This design comes from an exercise in tuning for small area on the open sky130 flow, not from production work. Function was checked by simulation only, so behaviour that the tests miss may differ from the original. No activity file was given, so power comes from the tool's default toggle rates.

==> design.v <==
module posit_mult_32_4 (
  input  wire        clk,
  input  wire [31:0] in1,
  input  wire [31:0] in2,
  input  wire        start,
  output wire [31:0] out,
  output wire        inf,
  output wire        zero,
  output wire        done
);
  reg [6:0] cnt;
  wire last = (cnt >= 7'd98);
  always @(posedge clk) cnt <= last ? 7'd0 : cnt + 7'd1;
  wire ph_fill = (cnt[6:5] == 2'b00);           
  wire ph_out  = (cnt >= 7'd65);                
  wire s1 = in1[31], s2 = in2[31];
  wire nz1 = |in1[30:0], nz2 = |in2[30:0];
  assign inf  = (s1 & ~nz1) | (s2 & ~nz2);
  assign zero = ~s1 & ~nz1 & ~s2 & ~nz2;
  assign done = start;
  wire special = inf | ~nz1 | ~nz2;
  wire ms = s1 ^ s2;
  reg  [4:0]  F1;       
  reg         A1;       
  reg         N1;       
  reg  [31:0] M1;       
  wire [31:0] v1 = {in1[30], in1[30:0]};
  wire [4:0]  idx1 = A1 ? F1 : ~cnt[4:0];
  wire        raw1 = v1[idx1];
  wire        term1 = ph_fill & ~A1 & (raw1 ^ in1[30]);
  wire        x1bit = A1 & (raw1 ^ (s1 & N1));
  always @(posedge clk) begin
    if (last) begin
      A1 <= 1'b0; F1 <= 5'd31; N1 <= 1'b0;
    end else begin
      if (term1) A1 <= 1'b1;
      if (ph_fill & (A1 | term1)) F1 <= F1 + 5'd1;
      if (ph_fill & A1) N1 <= N1 | raw1;
    end
    if (ph_fill) M1 <= {x1bit, M1[31:1]};
  end
  reg  [5:0]  J2;       
  reg         A2;
  reg         N2;
  reg  [3:0]  E2;       
  wire        frac2 = A2 & J2[5] & ~(&J2[5:2]) & (cnt <= 7'd63);
  wire [31:0] v2 = {in2[30], in2[30:0]};
  wire [4:0]  idx2 = frac2 ? J2[4:0] : ~cnt[4:0];
  wire        mux2 = v2[idx2];
  wire        raw2 = mux2 & (frac2 | ph_fill);
  wire        term2 = ~A2 & (cnt <= 7'd32) & (raw2 ^ in2[30]);
  wire        e2rd = A2 & (&J2[5:2]);
  wire        x2bit = mux2 ^ (s2 & N2);
  always @(posedge clk) begin
    if (last) begin
      A2 <= 1'b0; J2 <= 6'd60; N2 <= 1'b0;
    end else begin
      if (term2) A2 <= 1'b1;
      if (A2 & (cnt <= 7'd64)) J2 <= J2 + 6'd1;
      if (frac2) N2 <= N2 | mux2;
      if (e2rd) E2 <= {E2[2:0], raw2 ^ s2};
    end
  end
  wire        bq = frac2 ? x2bit : (cnt == 7'd64);
  reg  [28:0] acc;
  reg         S, D0, D1;
  wire [29:0] sum = {1'b0, acc} + (bq ? {2'b01, M1[27:0]} : 30'd0);
  reg         ovf;
  always @(posedge clk) if (cnt == 7'd65) ovf <= acc[28];
  wire        rc1 = in1[30] ^ s1, rc2 = in2[30] ^ s2;
  wire [6:0]  k1 = {2'b0, 5'd30 - F1};
  wire [6:0]  k2 = {2'b0, 5'd27 - J2[4:0]};        
  wire [6:0]  r1 = rc1 ? k1 - 7'd1 : 7'd0 - k1;
  wire [6:0]  r2 = rc2 ? k2 - 7'd1 : 7'd0 - k2;
  wire        c1 = s1 & ~N1, c2 = s2 & ~N2;
  wire [5:0]  esum = {2'b0, M1[31:28]} + {2'b0, E2} + {5'd0, c2} + {5'd0, ovf};
  wire [6:0]  Rp = r1 + r2 + {6'd0, c1} + {5'd0, esum[5:4]};
  wire [3:0]  e_o = esum[3:0];
  wire        sg = Rp[6];
  wire [6:0]  a = Rp ^ {7{sg}};
  wire [4:0]  bsh = (a >= 7'd31) ? 5'd31 : a[4:0] + 5'd1;
  wire        rnd_en = (a < 7'd25);
  wire [5:0]  t = cnt[5:0] - 6'd1;                 
  wire        esel = ph_out & (t >= {5'd0, ovf} + 6'd27);
  wire [5:0]  u = t - 6'd27 - {5'd0, ovf};
  wire        ebit = (u == 6'd0) ? e_o[0] : (u == 6'd1) ? e_o[1] :
                     (u == 6'd2) ? e_o[2] : (u == 6'd3) ? e_o[3] :
                     (u == 6'd4) ? sg : ~sg;
  wire        src = esel ? ebit : sum[0];
  always @(posedge clk) begin
    acc <= sum[29:1];
    D1 <= src;
    D0 <= D1;
    S  <= (cnt == 7'd33) ? 1'b0 : (S | D0);
  end
  wire [4:0]  oi = t[4:0] - 5'd1 - {4'd0, ovf} - bsh;
  wire        wen = ph_out & (t >= {5'd0, ovf} + 6'd1) & (t <= {5'd0, ovf} + 6'd32);
  reg         W, C;
  wire        L = src, G = D1, R = D0, St = S;
  wire        ulp = rnd_en & G & (L | R | St);
  wire        cin = (oi == 5'd0) ? ((G ^ ms) & (ulp ^ ms)) : C;
  wire        yv = (L ^ ms) ^ cin;
  wire        val = ~special & (W ? yv : (~sg ^ ms));
  reg  [30:0] outr;
  always @(posedge clk) begin
    W <= (cnt == 7'd65) ? 1'b0 : (W | (wen & (oi == 5'd31)));
    C <= (L ^ ms) & cin;
  end
  genvar gi;
  generate for (gi = 0; gi < 31; gi = gi + 1) begin : g_out
    always @(posedge clk) if (wen & (oi == gi)) outr[gi] <= val;
  end endgenerate
  assign out = {special ? inf : ms, outr};
endmodule
==> run.sh <==
#!/bin/bash
# synth_recipe.tcl (not shown) runs the flow's synth.tcl, then flattens the netlist and writes it again
# the make line also repeats each setting of config.mk as NAME=value (left out here)
make -C /OpenROAD-flow-scripts/flow DESIGN_CONFIG=/design/flow/config.mk WORK_HOME=/design/flow/orfs CLKGATE_MAP_FILE= SYNTH_SCRIPT=/design/flow/synth_recipe.tcl finish
==> config.mk <==
export PLATFORM = sky130hd
export DESIGN_NAME = posit_mult_32_4
export DESIGN_NICKNAME = posit_mult_32_4
export VERILOG_FILES = /design/flow/design.v
export SDC_FILE = /design/flow/constraint.sdc
export NUM_CORES = 4
export LEC_CHECK = 0
export CAP_MARGIN = 20
export CORE_MARGIN = 2
export CORE_UTILIZATION = 40
export SLEW_MARGIN = 20
==> constraint.sdc <==
create_clock -name core_clock -period 10.0 [get_ports {clk}]
set_input_delay 2.0000 -clock core_clock [delete_from_list [all_inputs] [get_ports {clk}]]
set_output_delay 2.0000 -clock core_clock [all_outputs]
set_load 0.01 [all_outputs]
==> run_results.csv <==
group,metric,value,unit
critical_path,criticalPathCategory,"primary input to register",
cts,cts_buffers,17,
grt,grt_usage,0.177,
cells_and_area,mostFrequentLayoutCell,"clkdlybuf4s50_1",
synthesis,ys_seq_area_frac,0.371,
cts,postCtsHoldBufs,0,
synthesis,netlist_area,8520,um2
cells_and_area,regArea,3160,um2
hold_path,hold_depth,0,
critical_path,crit_top_cell,"fa_1",
synthesis,synth_ff_type,"edfxtp_1",
timing,maxSlewViolCount,0,
detailed_routing,routed_via_density,5.27,
synthesis,ys_types,75,
detailed_routing,drt_iter0_drc,313,
synthesis,synth_xor_area_frac,0.0792,
cts,root_buffer,"clkbuf_16",
cells_and_area,fillers,2041,
floorplan,die-area,22500,um2
timing,tightestPinTransition,0.799,ns
synthesis,synth_fp_nets,1040,
cts,cts.sink_count,124,
cts,cts_tree,"done",
grt,antenna_found_initial,0,
cells_and_area,drive_above_1_share,0.0651,
detailed_routing,routed_wl,19000,um
detailed_routing,routedWlPerCell,14.9,um
outcome,status,"no timing/DRC/antenna violations",
detailed_routing,ant_nets,0,
critical_path,critPathRequiredTime,10.13,ns
synthesis,synth_compound_area_frac,0.155,
timing,min_period,9.32,ns
critical_path,cp-end-kind,"register",
hold_path,hold_class,"register to register",
place,place_hpwl,14600,um
critical_path,start_kind,"primary input",
grt,grt_overflow,0,
place,io_buffers,98,
detailed_routing,via_count,6708,
timing,finalCritPeriodShare,0.932,
synthesis,syn_inst,889,
pwr,ir_drop,0.209,mV
critical_path,r2r_cells,31,
timing,rsz0062_at_grt,"no",
synthesis,yosys.area_share.simple,0.184,
cells_and_area,layout_common_cells,"98 x clkdlybuf4s50_1, 91 x nor2_1, 78 x ha_1, 68 x edfxtp_1, 60 x xnor2_1",
critical_path,critPathSlowestCell,"clkdlybuf4s50_1",
grt,grt_pass1_wl,32100,um
synthesis,synth_top_family_by_area,"simple AND/OR/NAND/NOR gates",
synthesis,synthMuxAreaShare,0.0404,
grt,grt_pass1_vias,6658,
synthesis,synth_edf_count,68,
synthesis,synth_seq_cells,124,
critical_path,cp_data_arrival_time,9.45,ns
critical_path,critPathMaxStageDelay,0.51,ns
cells_and_area,syn_to_final_growth,22.1,%
cells_and_area,antenna_cells,0,
floorplan,fp-row-count,53,
timing,timing.hold.ws,0.363,ns
cts,cts_setup_buffers,0,
job,drv_cap,0,
floorplan,die_height,150,um
synthesis,yosysWarnings,1,
grt,grt_max_degree,37,
timing,clock_skew,0.00716,ns
timing,hold_viol,0,
detailed_routing,drc,0,
place,dp.cells,1241,
floorplan,start_util,0.407,
timing,slew_headroom,0.463,
floorplan,fp.dieW,150,um
place,place_congestion,0.870,
timing,fmaxAchievable,0.107,GHz
synthesis,syn_avg_cell_area,9.58,um2
timing,tns,0,ns
cells_and_area,instances_no_fill,1274,
cts,clkTransAtPathRegs,0.05,ns
floorplan,core_area,21000,um2
synthesis,synth_fa_ha_area_frac,0.131,
cells_and_area,nets,1137,
synthesis,async_reset_ff_frac,0,
cts,clkLatencyLatePin,0.41,ns
cts,cts.htree.levels,4,
timing,setup_viol,0,
cells_and_area,fin_util,0.497,
detailed_routing,drt_pass1_iterations,5,
floorplan,io_pins,101,
pwr,p_leak,4.03,nW
cells_and_area,multi_input_area,5050,um2
cts,clk_path_buf_depth,2,
critical_path,cp_max_fo,31,
pwr,power.density,207,nW/um2
[cell type report]
cell class | count | area share
multi-input combinational | 688 | 0.485
sequential | 124 | 0.304
timing repair buffer | 106 | 0.102
clock buffer | 24 | 0.0473
tap | 275 | 0.0331
inverter | 49 | 0.0177
clock inverter | 8 | 0.0111
[routing by layer]
metal | wire length (um) | up-vias | track usage | share of wire
li1 | - | 3440 | - | -
met5 | 0 | - | 0 | 0
met2 | 8750 | 163 | 0.291 | 0.46
met4 | 221 | 0 | 0.0505 | 0.012
met1 | 9300 | 3085 | 0.239 | 0.49
met3 | 774 | 20 | 0.0338 | 0.041
[critical path, delay by kind of cell]
kind / cells / cell delay, ns
compound gates: 11 / 1.94
xor+xnor: 3 / 0.57
fa+ha+maj: 9 / 3.00
buf+inv: 5 / 0.95
simple gates: 5 / 1.00
[flip-flops by register name, indices dropped and copies added (netlist names), 4 cells and up]
| signal | cells |
|---|---|
| F1 | 5 |
| J2 | 6 |
| acc | 29 |
| M1 | 32 |
| outr | 31 |
| cnt | 7 |
| E2 | 4 |
[power by group]
group | internal [W] | switching [W] | leakage (nW) | total (W)
Sequential | 0.000550 | 0.0000171 | 1.08 | 0.000567
Combinational | 0.000420 | 0.000539 | 2.66 | 0.000958
Clock | 0.000416 | 0.000215 | 0.297 | 0.000630
[worst paths after layout]
path | endpoint | startpoint | slack (ns)
max | outr[10] | in2[31] | 0.68
min | D0 | D1 | 0.36
max reg2reg | outr[10] | M1[28] | 2.35
min reg2reg | D0 | D1 | 0.36
[cell families after synthesis]
family | Yosys count
compound gates | 190
xor+xnor | 77
fa+ha+maj | 85
buf+inv | 77
flops | 124
mux | 23
simple gates | 313
[cells in the mapped netlist, types with 3 or more instances]
| master | instances | area [um2] |
|---|---|---|
| nand3b_1 | 6 | 45.0 |
| nor2b_1 | 11 | 68.8 |
| a311oi_1 | 10 | 87.6 |
| fa_1 | 7 | 140 |
| inv_1 | 49 | 184 |
| clkbuf_1 | 14 | 52.6 |
| nor4_1 | 16 | 100 |
| xnor2_1 | 61 | 534 |
| nand2_1 | 54 | 203 |
| or4_1 | 4 | 30.0 |
| a21oi_1 | 41 | 205 |
| a21o_1 | 16 | 120 |
| o21bai_1 | 4 | 30.0 |
| o211ai_1 | 6 | 45.0 |
| o22ai_1 | 3 | 18.8 |
| dfxtp_1 | 56 | 1120 |
| mux4_2 | 9 | 203 |
| buf_2 | 8 | 40.0 |
| nor3_1 | 18 | 90.1 |
| and2_1 | 35 | 219 |
| nand2b_1 | 12 | 75.1 |
| nor2_1 | 92 | 345 |
| o21ai_0 | 32 | 160 |
| or3_1 | 7 | 43.8 |
| o41a_1 | 3 | 33.8 |
| nand3_1 | 27 | 135 |
| nor3b_1 | 4 | 30.0 |
| o31ai_1 | 10 | 75.1 |
| a221oi_1 | 3 | 26.3 |
| o21a_1 | 9 | 67.6 |
| nand4_1 | 7 | 43.8 |
| or2_2 | 6 | 37.5 |
| xor2_1 | 16 | 140 |
| ha_1 | 78 | 976 |
| a211oi_1 | 16 | 120 |
| mux2i_1 | 13 | 130 |
| buf_6 | 4 | 45.0 |
| edfxtp_1 | 68 | 2040 |
| and3_1 | 5 | 31.3 |
| a31oi_1 | 6 | 37.5 |
[per-stage QoR]
| step | total power, W | worst slack [ns] | cell area [um2] |
|---|---|---|---|
| floorplan | 0.00131 | 0.343 | 8520 |
| global placement | 0.00150 | 0.234 | 9760 |
| detailed placement | 0.00151 | 0.0332 | 9760 |
| CTS | 0.00215 | 0.428 | 10400 |
| global route | 0.00231 | 0.109 | 10400 |
| finish | 0.00216 | 0.676 | 10400 |
[what timing repair did]
action,in CTS,in global routing
endpoints found under the hold margin,0,0
setup endpoints to repair,0,31
gates resized for setup,0,2

-- separate check: timing with driven ports --
The results above use ideal ports. As a check the final layout listed here was re-extracted and re-timed, cells and wires unchanged.
Step 1: set_driving_cell puts a clkbuf_16 on clk and a buf_2 on each other input, an assumption about the parent block.
Step 2 moves the port delays by t, midway between the first and last clock arrival at a register: inputs arrive t later, outputs are due t later. That takes back most of the time a late clock gives input paths.
Three values: no drivers, after step 1, after step 2; two values: the first two.
shift t [ns]: 0.450
setup WS [ns]: 0.676 / 0.688 / 0.239
worst setup path after step 2: input to register
clock arrival spread, ns: 0.008 / 0.007
pins driven straight from the clock port: 1
After both steps setup and hold are still met in this run. The setup slack of this run moves by +0.012 ns with the drivers and by -0.437 ns with both steps.
